Background: an optimization exercise with open tools, aiming at small area and a short achievable clock period. Do not read the settings as production practice. The RTL was checked by simulation tests, not by an equivalence proof against the original design.

[design/flow/run.sh]
#!/bin/bash
# synth_recipe.tcl (not shown) runs the flow's synth.tcl, then flattens the netlist and writes it again
# the make line also repeats each setting of config.mk as NAME=value (left out here)
make -C /OpenROAD-flow-scripts/flow DESIGN_CONFIG=/design/flow/config.mk WORK_HOME=/design/flow/orfs CLKGATE_MAP_FILE= SYNTH_SCRIPT=/design/flow/synth_recipe.tcl finish
[design/flow/design.v]
module mac_os #(
	parameter DATA_WIDTH = 16,
	parameter ACC_WIDTH = 64
	) (    
	input logic clk,
    input logic rstn,
	input logic acc_en,
    input logic signed  [DATA_WIDTH - 1:0] data_i,
	input logic signed  [DATA_WIDTH - 1:0] weight_i,
	output logic signed [DATA_WIDTH - 1:0] data_o,
    output logic signed [DATA_WIDTH - 1:0] weight_o,
	output signed [ACC_WIDTH  - 1:0] acc_o
    );
	logic signed [ACC_WIDTH  - 1:0] acc_r;
	logic signed [ACC_WIDTH  - 1:0] acc_prev_r;
	logic signed [DATA_WIDTH - 1:0] data_r;
    logic signed [DATA_WIDTH - 1:0] weight_r;
	always_ff @(posedge clk, negedge rstn) begin
		if(!rstn) begin
			acc_r      <= '0;
			data_r     <= '0;
            weight_r   <= '0;
		end else begin
            if (acc_en) begin
				acc_r    <= acc_prev_r + data_i * weight_i;
				data_r   <= data_i;
                weight_r <= weight_i;
			end
		end
	end
    assign acc_prev_r = acc_r;
	assign acc_o      = acc_r;
	assign data_o     = data_r;
    assign weight_o   = weight_r;
endmodule  
module pe_os #(
	parameter DATA_WIDTH = 16,
	parameter ACC_WIDTH = 64
	) (    
	input logic clk,
    input logic rstn,
	input logic acc_en,
    input logic signed  [DATA_WIDTH - 1:0] data_i,
	input logic signed  [DATA_WIDTH - 1:0] weight_i,
	output logic signed [DATA_WIDTH - 1:0] data_o,
	output logic signed [DATA_WIDTH - 1:0] weight_o,
	output logic signed [ACC_WIDTH  - 1:0] acc_o
    );
	mac_os #(
        .DATA_WIDTH(DATA_WIDTH),
        .ACC_WIDTH(ACC_WIDTH)
    ) mac_os_inst (
		.clk(clk),
		.rstn(rstn),
		.acc_en(acc_en),
		.data_i(data_i),
		.weight_i(weight_i),
		.data_o(data_o),
		.weight_o(weight_o),
		.acc_o(acc_o)
	);
endmodule
/*verilator lint_off UNUSEDSIGNAL*/
module systolic_array_os #(
    DATA_WIDTH = 16,
    ACC_WIDTH = 64
    )(
    input logic clk,
    input logic rstn,
    input  logic acc_en,
    input logic signed [DATA_WIDTH-1:0] data_0_i,
    input logic signed [DATA_WIDTH-1:0] data_1_i,
    input logic signed [DATA_WIDTH-1:0] data_2_i,
    input logic signed [DATA_WIDTH-1:0] data_3_i,
    input logic signed [DATA_WIDTH-1:0] weight_0_i,
    input logic signed [DATA_WIDTH-1:0] weight_1_i,
    input logic signed [DATA_WIDTH-1:0] weight_2_i,
    input logic signed [DATA_WIDTH-1:0] weight_3_i,
    output logic signed [ACC_WIDTH-1:0] acc_res_pe0_o,
    output logic signed [ACC_WIDTH-1:0] acc_res_pe1_o,
    output logic signed [ACC_WIDTH-1:0] acc_res_pe2_o,
    output logic signed [ACC_WIDTH-1:0] acc_res_pe3_o,
    output logic signed [ACC_WIDTH-1:0] acc_res_pe4_o,
    output logic signed [ACC_WIDTH-1:0] acc_res_pe5_o,
    output logic signed [ACC_WIDTH-1:0] acc_res_pe6_o,
    output logic signed [ACC_WIDTH-1:0] acc_res_pe7_o,
    output logic signed [ACC_WIDTH-1:0] acc_res_pe8_o,
    output logic signed [ACC_WIDTH-1:0] acc_res_pe9_o,
    output logic signed [ACC_WIDTH-1:0] acc_res_pe10_o,
    output logic signed [ACC_WIDTH-1:0] acc_res_pe11_o,
    output logic signed [ACC_WIDTH-1:0] acc_res_pe12_o,
    output logic signed [ACC_WIDTH-1:0] acc_res_pe13_o,
    output logic signed [ACC_WIDTH-1:0] acc_res_pe14_o,
    output logic signed [ACC_WIDTH-1:0] acc_res_pe15_o   
    );
    logic signed [DATA_WIDTH-1:0] data_pe0;
    logic signed [DATA_WIDTH-1:0] data_pe1;
    logic signed [DATA_WIDTH-1:0] data_pe2;
    logic signed [DATA_WIDTH-1:0] data_pe3;
    logic signed [DATA_WIDTH-1:0] data_pe4;
    logic signed [DATA_WIDTH-1:0] data_pe5;
    logic signed [DATA_WIDTH-1:0] data_pe6;
    logic signed [DATA_WIDTH-1:0] data_pe7;
    logic signed [DATA_WIDTH-1:0] data_pe8;
    logic signed [DATA_WIDTH-1:0] data_pe9;
    logic signed [DATA_WIDTH-1:0] data_pe10;
    logic signed [DATA_WIDTH-1:0] data_pe11;
    logic signed [DATA_WIDTH-1:0] data_pe12;
    logic signed [DATA_WIDTH-1:0] data_pe13;
    logic signed [DATA_WIDTH-1:0] data_pe14;
    logic signed [DATA_WIDTH-1:0] data_pe15;
    logic signed [DATA_WIDTH-1:0] weight_pe0;
    logic signed [DATA_WIDTH-1:0] weight_pe1;
    logic signed [DATA_WIDTH-1:0] weight_pe2;
    logic signed [DATA_WIDTH-1:0] weight_pe3;
    logic signed [DATA_WIDTH-1:0] weight_pe4;
    logic signed [DATA_WIDTH-1:0] weight_pe5;
    logic signed [DATA_WIDTH-1:0] weight_pe6;
    logic signed [DATA_WIDTH-1:0] weight_pe7;
    logic signed [DATA_WIDTH-1:0] weight_pe8;
    logic signed [DATA_WIDTH-1:0] weight_pe9;
    logic signed [DATA_WIDTH-1:0] weight_pe10;
    logic signed [DATA_WIDTH-1:0] weight_pe11;
    logic signed [DATA_WIDTH-1:0] weight_pe12;
    logic signed [DATA_WIDTH-1:0] weight_pe13;
    logic signed [DATA_WIDTH-1:0] weight_pe14;
    logic signed [DATA_WIDTH-1:0] weight_pe15;
    pe_os #(.DATA_WIDTH(DATA_WIDTH), .ACC_WIDTH(ACC_WIDTH)) pe_0 (
        .clk(clk),
        .rstn(rstn),
        .acc_en(acc_en),
        .data_i(data_0_i),
        .weight_i(weight_0_i),
        .data_o(data_pe0),
        .weight_o(weight_pe0),
        .acc_o(acc_res_pe0_o)
    );
    pe_os #(.DATA_WIDTH(DATA_WIDTH), .ACC_WIDTH(ACC_WIDTH)) pe_1 (
        .clk(clk),
        .rstn(rstn),
        .acc_en(acc_en),
        .data_i(data_pe0),
        .weight_i(weight_1_i),
        .data_o(data_pe1),
        .weight_o(weight_pe1),
        .acc_o(acc_res_pe1_o)
    );
    pe_os #(.DATA_WIDTH(DATA_WIDTH), .ACC_WIDTH(ACC_WIDTH)) pe_2 (
        .clk(clk),
        .rstn(rstn),
        .acc_en(acc_en),
        .data_i(data_pe1),
        .weight_i(weight_2_i),
        .data_o(data_pe2),
        .weight_o(weight_pe2),
        .acc_o(acc_res_pe2_o)
    );
    pe_os #(.DATA_WIDTH(DATA_WIDTH), .ACC_WIDTH(ACC_WIDTH)) pe_3 (
        .clk(clk),
        .rstn(rstn),
        .acc_en(acc_en),
        .data_i(data_pe2),
        .weight_i(weight_3_i),
        .data_o(data_pe3),
        .weight_o(weight_pe3),
        .acc_o(acc_res_pe3_o) 
    );
    pe_os #(.DATA_WIDTH(DATA_WIDTH), .ACC_WIDTH(ACC_WIDTH)) pe_4 (
        .clk(clk),
        .rstn(rstn),
        .acc_en(acc_en),
        .data_i(data_1_i),
        .weight_i(weight_pe0),
        .data_o(data_pe4),
        .weight_o(weight_pe4),
        .acc_o(acc_res_pe4_o)
    );
    pe_os #(.DATA_WIDTH(DATA_WIDTH), .ACC_WIDTH(ACC_WIDTH)) pe_5 (
        .clk(clk),
        .rstn(rstn),
        .acc_en(acc_en),
        .data_i(data_pe4),
        .weight_i(weight_pe1),
        .data_o(data_pe5),
        .weight_o(weight_pe5),
        .acc_o(acc_res_pe5_o)
    );
    pe_os #(.DATA_WIDTH(DATA_WIDTH), .ACC_WIDTH(ACC_WIDTH)) pe_6 (
        .clk(clk),
        .rstn(rstn),
        .acc_en(acc_en),
        .data_i(data_pe5),
        .weight_i(weight_pe2),
        .data_o(data_pe6),
        .weight_o(weight_pe6),
        .acc_o(acc_res_pe6_o)
    );
    pe_os #(.DATA_WIDTH(DATA_WIDTH), .ACC_WIDTH(ACC_WIDTH)) pe_7 (
        .clk(clk),
        .rstn(rstn),
        .acc_en(acc_en),
        .data_i(data_pe6),
        .weight_i(weight_pe3),
        .data_o(data_pe7),
        .weight_o(weight_pe7),
        .acc_o(acc_res_pe7_o)
    );
    pe_os #(.DATA_WIDTH(DATA_WIDTH), .ACC_WIDTH(ACC_WIDTH)) pe_8 (
        .clk(clk),
        .rstn(rstn),
        .acc_en(acc_en),
        .data_i(data_2_i),
        .weight_i(weight_pe4),
        .data_o(data_pe8),
        .weight_o(weight_pe8),
        .acc_o(acc_res_pe8_o)
    );
    pe_os #(.DATA_WIDTH(DATA_WIDTH), .ACC_WIDTH(ACC_WIDTH)) pe_9 (
        .clk(clk),
        .rstn(rstn),
        .acc_en(acc_en),
        .data_i(data_pe8),
        .weight_i(weight_pe5),
        .data_o(data_pe9),
        .weight_o(weight_pe9),
        .acc_o(acc_res_pe9_o)
    );
    pe_os #(.DATA_WIDTH(DATA_WIDTH), .ACC_WIDTH(ACC_WIDTH)) pe_10 (
        .clk(clk),
        .rstn(rstn),
        .acc_en(acc_en),
        .data_i(data_pe9),
        .weight_i(weight_pe6),
        .data_o(data_pe10),
        .weight_o(weight_pe10),
        .acc_o(acc_res_pe10_o)
    );
    pe_os #(.DATA_WIDTH(DATA_WIDTH), .ACC_WIDTH(ACC_WIDTH)) pe_11 (
        .clk(clk),
        .rstn(rstn),
        .acc_en(acc_en),
        .data_i(data_pe10),
        .weight_i(weight_pe7),
        .data_o(data_pe11),
        .weight_o(weight_pe11),
        .acc_o(acc_res_pe11_o) 
    );
    pe_os #(.DATA_WIDTH(DATA_WIDTH), .ACC_WIDTH(ACC_WIDTH)) pe_12 (
        .clk(clk),
        .rstn(rstn),
        .acc_en(acc_en),
        .data_i(data_3_i),
        .weight_i(weight_pe8),
        .data_o(data_pe12),
        .weight_o(weight_pe12),
        .acc_o(acc_res_pe12_o)
    );
    pe_os #(.DATA_WIDTH(DATA_WIDTH), .ACC_WIDTH(ACC_WIDTH)) pe_13 (
        .clk(clk),
        .rstn(rstn),
        .acc_en(acc_en),
        .data_i(data_pe12),
        .weight_i(weight_pe9),
        .data_o(data_pe13),
        .weight_o(weight_pe13),
        .acc_o(acc_res_pe13_o)
    );
    pe_os #(.DATA_WIDTH(DATA_WIDTH), .ACC_WIDTH(ACC_WIDTH)) pe_14 (
        .clk(clk),
        .rstn(rstn),
        .acc_en(acc_en),
        .data_i(data_pe13),
        .weight_i(weight_pe10),
        .data_o(data_pe14),
        .weight_o(weight_pe14),
        .acc_o(acc_res_pe14_o)
    );
    pe_os #(.DATA_WIDTH(DATA_WIDTH), .ACC_WIDTH(ACC_WIDTH)) pe_15 (
        .clk(clk),
        .rstn(rstn),
        .acc_en(acc_en),
        .data_i(data_pe14),
        .weight_i(weight_pe11),
        .data_o(data_pe15),
        .weight_o(weight_pe15),
        .acc_o(acc_res_pe15_o)
    );
endmodule  
[design/flow/config.mk]
export PLATFORM = sky130hd
export DESIGN_NAME = systolic_array_os
export DESIGN_NICKNAME = systolic_array_os
export VERILOG_FILES = /design/flow/design.v
export SDC_FILE = /design/flow/constraint.sdc
export NUM_CORES = 8
export LEC_CHECK = 0
export CAP_MARGIN = 20
export CORE_MARGIN = 2
export CORE_UTILIZATION = 40
export SLEW_MARGIN = 20
[design/flow/constraint.sdc]
create_clock -name core_clock -period 10.0 [get_ports {clk}]
set_input_delay 2.0000 -clock core_clock [delete_from_list [all_inputs] [get_ports {clk}]]
set_output_delay 2.0000 -clock core_clock [all_outputs]
set_load 0.01 [all_outputs]
==> flow_summary.yaml <==
worst_setup_path:
  crit_arrival_ps: 10230
  crit_path_end_kind: "flip-flop"
  crit_type: "reg -> reg"
  required_ps: 10940
  crit_fanout: 18
  startpoint_type: "flip-flop"
cts:
  numCtsBuffers: 219
  cts-resized-gates: 0
  cts_buffer_depth: 4
  hold_buffers: 0
  root_buffer: "clkbuf_16"
  cts_sinks: 1408
  clk_latency_ps: 1060
  cts_tree: "built"
  path_clk_slew_ps: 60
  cts_max_level: 4
  cts_setup_buffers: 0
timing:
  period_share_pct: 92.9
  min_period_ps: 9290
  finalSetupTns_ps: 0
  postLayoutSetupSlackWorst_ps: 715
  rsz0062_at_grt: "false"
  whs_ps: 479
  max_freq_mhz: 108
  hold_viol: 0
  worst_pin_slew_ps: 1250
  relSlewSlack_pct: 16.4
  slew_violations: 0
  setup_viol: 0
  fin_worst_skew_ps: 91.3
placed_design:
  gp_congestion: 0.945
  place_inst: 43500
  place.detailed.hpwl_um: 796000
  post-place-ws_ps: -103
  portBuffers: 1154
finish:
  syn_to_final_growth_pct: 11.4
  drive_above_1_share_pct: 7.62
  nets: 42800
  most-common-layout-cells: "inv_1 (8186), fa_1 (6800), nand2_1 (2722), ha_1 (2608), and2_1 (1881)"
  fin_cells: 44000
  final_common_cell: "inv_1"
yosys:
  synthArstFlopShare_pct: 100
  ys_types: 102
  ys_seq_area_share_pct: 11.2
  syn_nets: 41600
  syn_area_sq_mm: 0.314
  synthTopCellsByArea: "fa_1 (43%), dfrtp_1 (11%), ha_1 (10%)"
  postSynthAreaPerCell_sq_um: 9.79
  yosys_warnings: 1
  yosysTopAreaCell: "fa_1"
  synth.ff_latch_count: 1408
  synth_ff_type: "dfrtp_1"
  syn_inst: 32100
  synth_top_area_share_pct: 43.4
  synth_edf_count: 0
routing:
  dr.pass1.iters: 6
  dr.first_iter.drc_count: 12500
  via_per_inst: 5.07
  wl_um: 954000
  ant_nets: 0
  vias: 223000
  remaining_drc_errors: 0
  wl_per_cell_um: 21.7
die:
  die_w_um: 890
  dieArea_sq_mm: 0.793
  core-area_sq_mm: 0.783
  die_y_um: 890
  initial_utilization_pct: 40.1
  num_rows: 325
  io_pins: 1155
worst_hold_path:
  hold_class: "reg -> reg"
grt:
  grt_pass1_vias: 246000
  grt_overflow: 0
  grt_max_degree: 143
  grt_pass1_wl_um: 1500000
  antenna_found_initial: 119
  grt_usage_pct: 24.6
run:
  maxCapViolations: 0
run_status:
  outcome: "no timing/DRC/antenna violations"
## cells by family after synthesis
family,count (synthesis),synth area share [%]
adders and majority gates,9424,53.8
buffers and inverters,9276,11.1
and+or+nand+nor,6348,9.80
AOI/OAI and AO/OA,3409,6.96
DFF,1408,11.2
muxes,1196,4.29
xor gates and xnor gates,1020,2.84
## flip-flops by register name (all words and copies together) (netlist names), 64 cells and up
register and cells:
pe_10.mac_os_inst.acc_r 64, pe_8.mac_os_inst.acc_r 64, pe_0.mac_os_inst.acc_r 64, pe_11.mac_os_inst.acc_r 64, pe_9.mac_os_inst.acc_r 64, pe_6.mac_os_inst.acc_r 64, pe_2.mac_os_inst.acc_r 64, pe_5.mac_os_inst.acc_r 64
pe_13.mac_os_inst.acc_r 64, pe_15.mac_os_inst.acc_r 64, pe_4.mac_os_inst.acc_r 64, pe_3.mac_os_inst.acc_r 64, pe_1.mac_os_inst.acc_r 64, pe_7.mac_os_inst.acc_r 64, pe_12.mac_os_inst.acc_r 64, pe_14.mac_os_inst.acc_r 64
## Yosys cell counts, drive strengths merged (631+ instances only)
cell / count
fa: 6816
nor2: 755
xnor2: 680
nand2: 2722
clkbuf: 1049
inv: 8192
a21o: 631
mux2: 1192
a21oi: 1055
and2: 1881
ha: 2608
dfrtp: 1408
o21ai: 631
## path summary, 6_finish.rpt
path | start | cells past startpoint | end | slack, ps
setup reg to reg | pe_5.mac_os_inst.data_r[15]$_DFFE_PN0P_ | 26 | pe_6.mac_os_inst.acc_r[62]$_DFFE_PN0P_ | 710
hold reg to reg | pe_11.mac_os_inst.acc_r[63]$_DFFE_PN0P_ | 1 | pe_11.mac_os_inst.acc_r[63]$_DFFE_PN0P_ | 480
max in group asynchronous | rstn | 4 | pe_14.mac_os_inst.acc_r[61]$_DFFE_PN0P_ | 7090
min in group asynchronous | rstn | 1 | pe_15.mac_os_inst.acc_r[0]$_DFFE_PN0P_ | 910
setup / recovery | pe_5.mac_os_inst.data_r[15]$_DFFE_PN0P_ | 26 | pe_6.mac_os_inst.acc_r[62]$_DFFE_PN0P_ | 710
hold / removal | pe_11.mac_os_inst.acc_r[63]$_DFFE_PN0P_ | 1 | pe_11.mac_os_inst.acc_r[63]$_DFFE_PN0P_ | 480
## per-layer routing
layer,wire length [um],track usage (%),share of wire [%]
met1,405000,32.8,42
met2,441000,39.8,46
met3,63000,4.64,6.6
met4,45900,9.56,4.8
met5,202,0.137,0.021
## critical path: stages, from the launching register on
cell       delay (ps)
dfrtp_1           720
nand2_1           420
inv_1             120
fa_2              650
inv_1             110
fa_1              870
fa_1              640
fa_1              590
buf_4             240
inv_1             330
fa_1              590
inv_1              50
fa_1              480
inv_1              40
ha_1              360
a21o_1            210
a21o_1            180
a21oi_1           220
and2_1            200
o2111ai_1         280
a41oi_2           430
o21ai_1           220
a31o_2            300
a311o_1           380
a21oi_1           180
xnor2_1            80
mux2_2            260
## layout make-up
| type | count | area, sq um |
|---|---|---|
| clock inverters | 123 | 1710 |
| repair buffers | 2022 | 18800 |
| fillers | 75200 | 433000 |
| well taps | 10500 | 13100 |
| multi-input cells | 21400 | 244000 |
| flip-flops and latches | 1408 | 35200 |
| inverters | 8205 | 30800 |
| diodes | 59 | 148 |
| clock buffers | 283 | 6120 |
## metrics by stage
stage          util, %  area (sq um)
2_1_floorplan        -        314000
3_3_place_gp      43.7        342000
3_5_place_dp      43.7        342000
4_1_cts           44.7        350000
5_1_grt           44.7        350000
6_report          44.7        350000

## port drivers added, routing unchanged
No port has a modelled driver above. Below, the same layout with a new extraction and two added sets of constraints. Step 1, drivers: a clkbuf_16 drives clk and a buf_2 each remaining input, both assumed. Step 2, shift: input delay + t, output delay - t, t = (earliest + latest rising clock arrival at the registers) / 2. This alone moves slack from input paths to output paths. a / b / c = ideal / step 1 / step 2; a / b = the first two.
t, ns: 1.157
setup slack, ns: 0.715 / 0.715 / -0.226
worst register clock-pin slew, ns: 0.08 / 0.08
worst slew at a driven data input, ns: 0.25
Met with ideal ports but missed after step 2: setup timing in this run. The setup slack of this run moves by 0.000 ns with the drivers and by -0.941 ns with both steps.
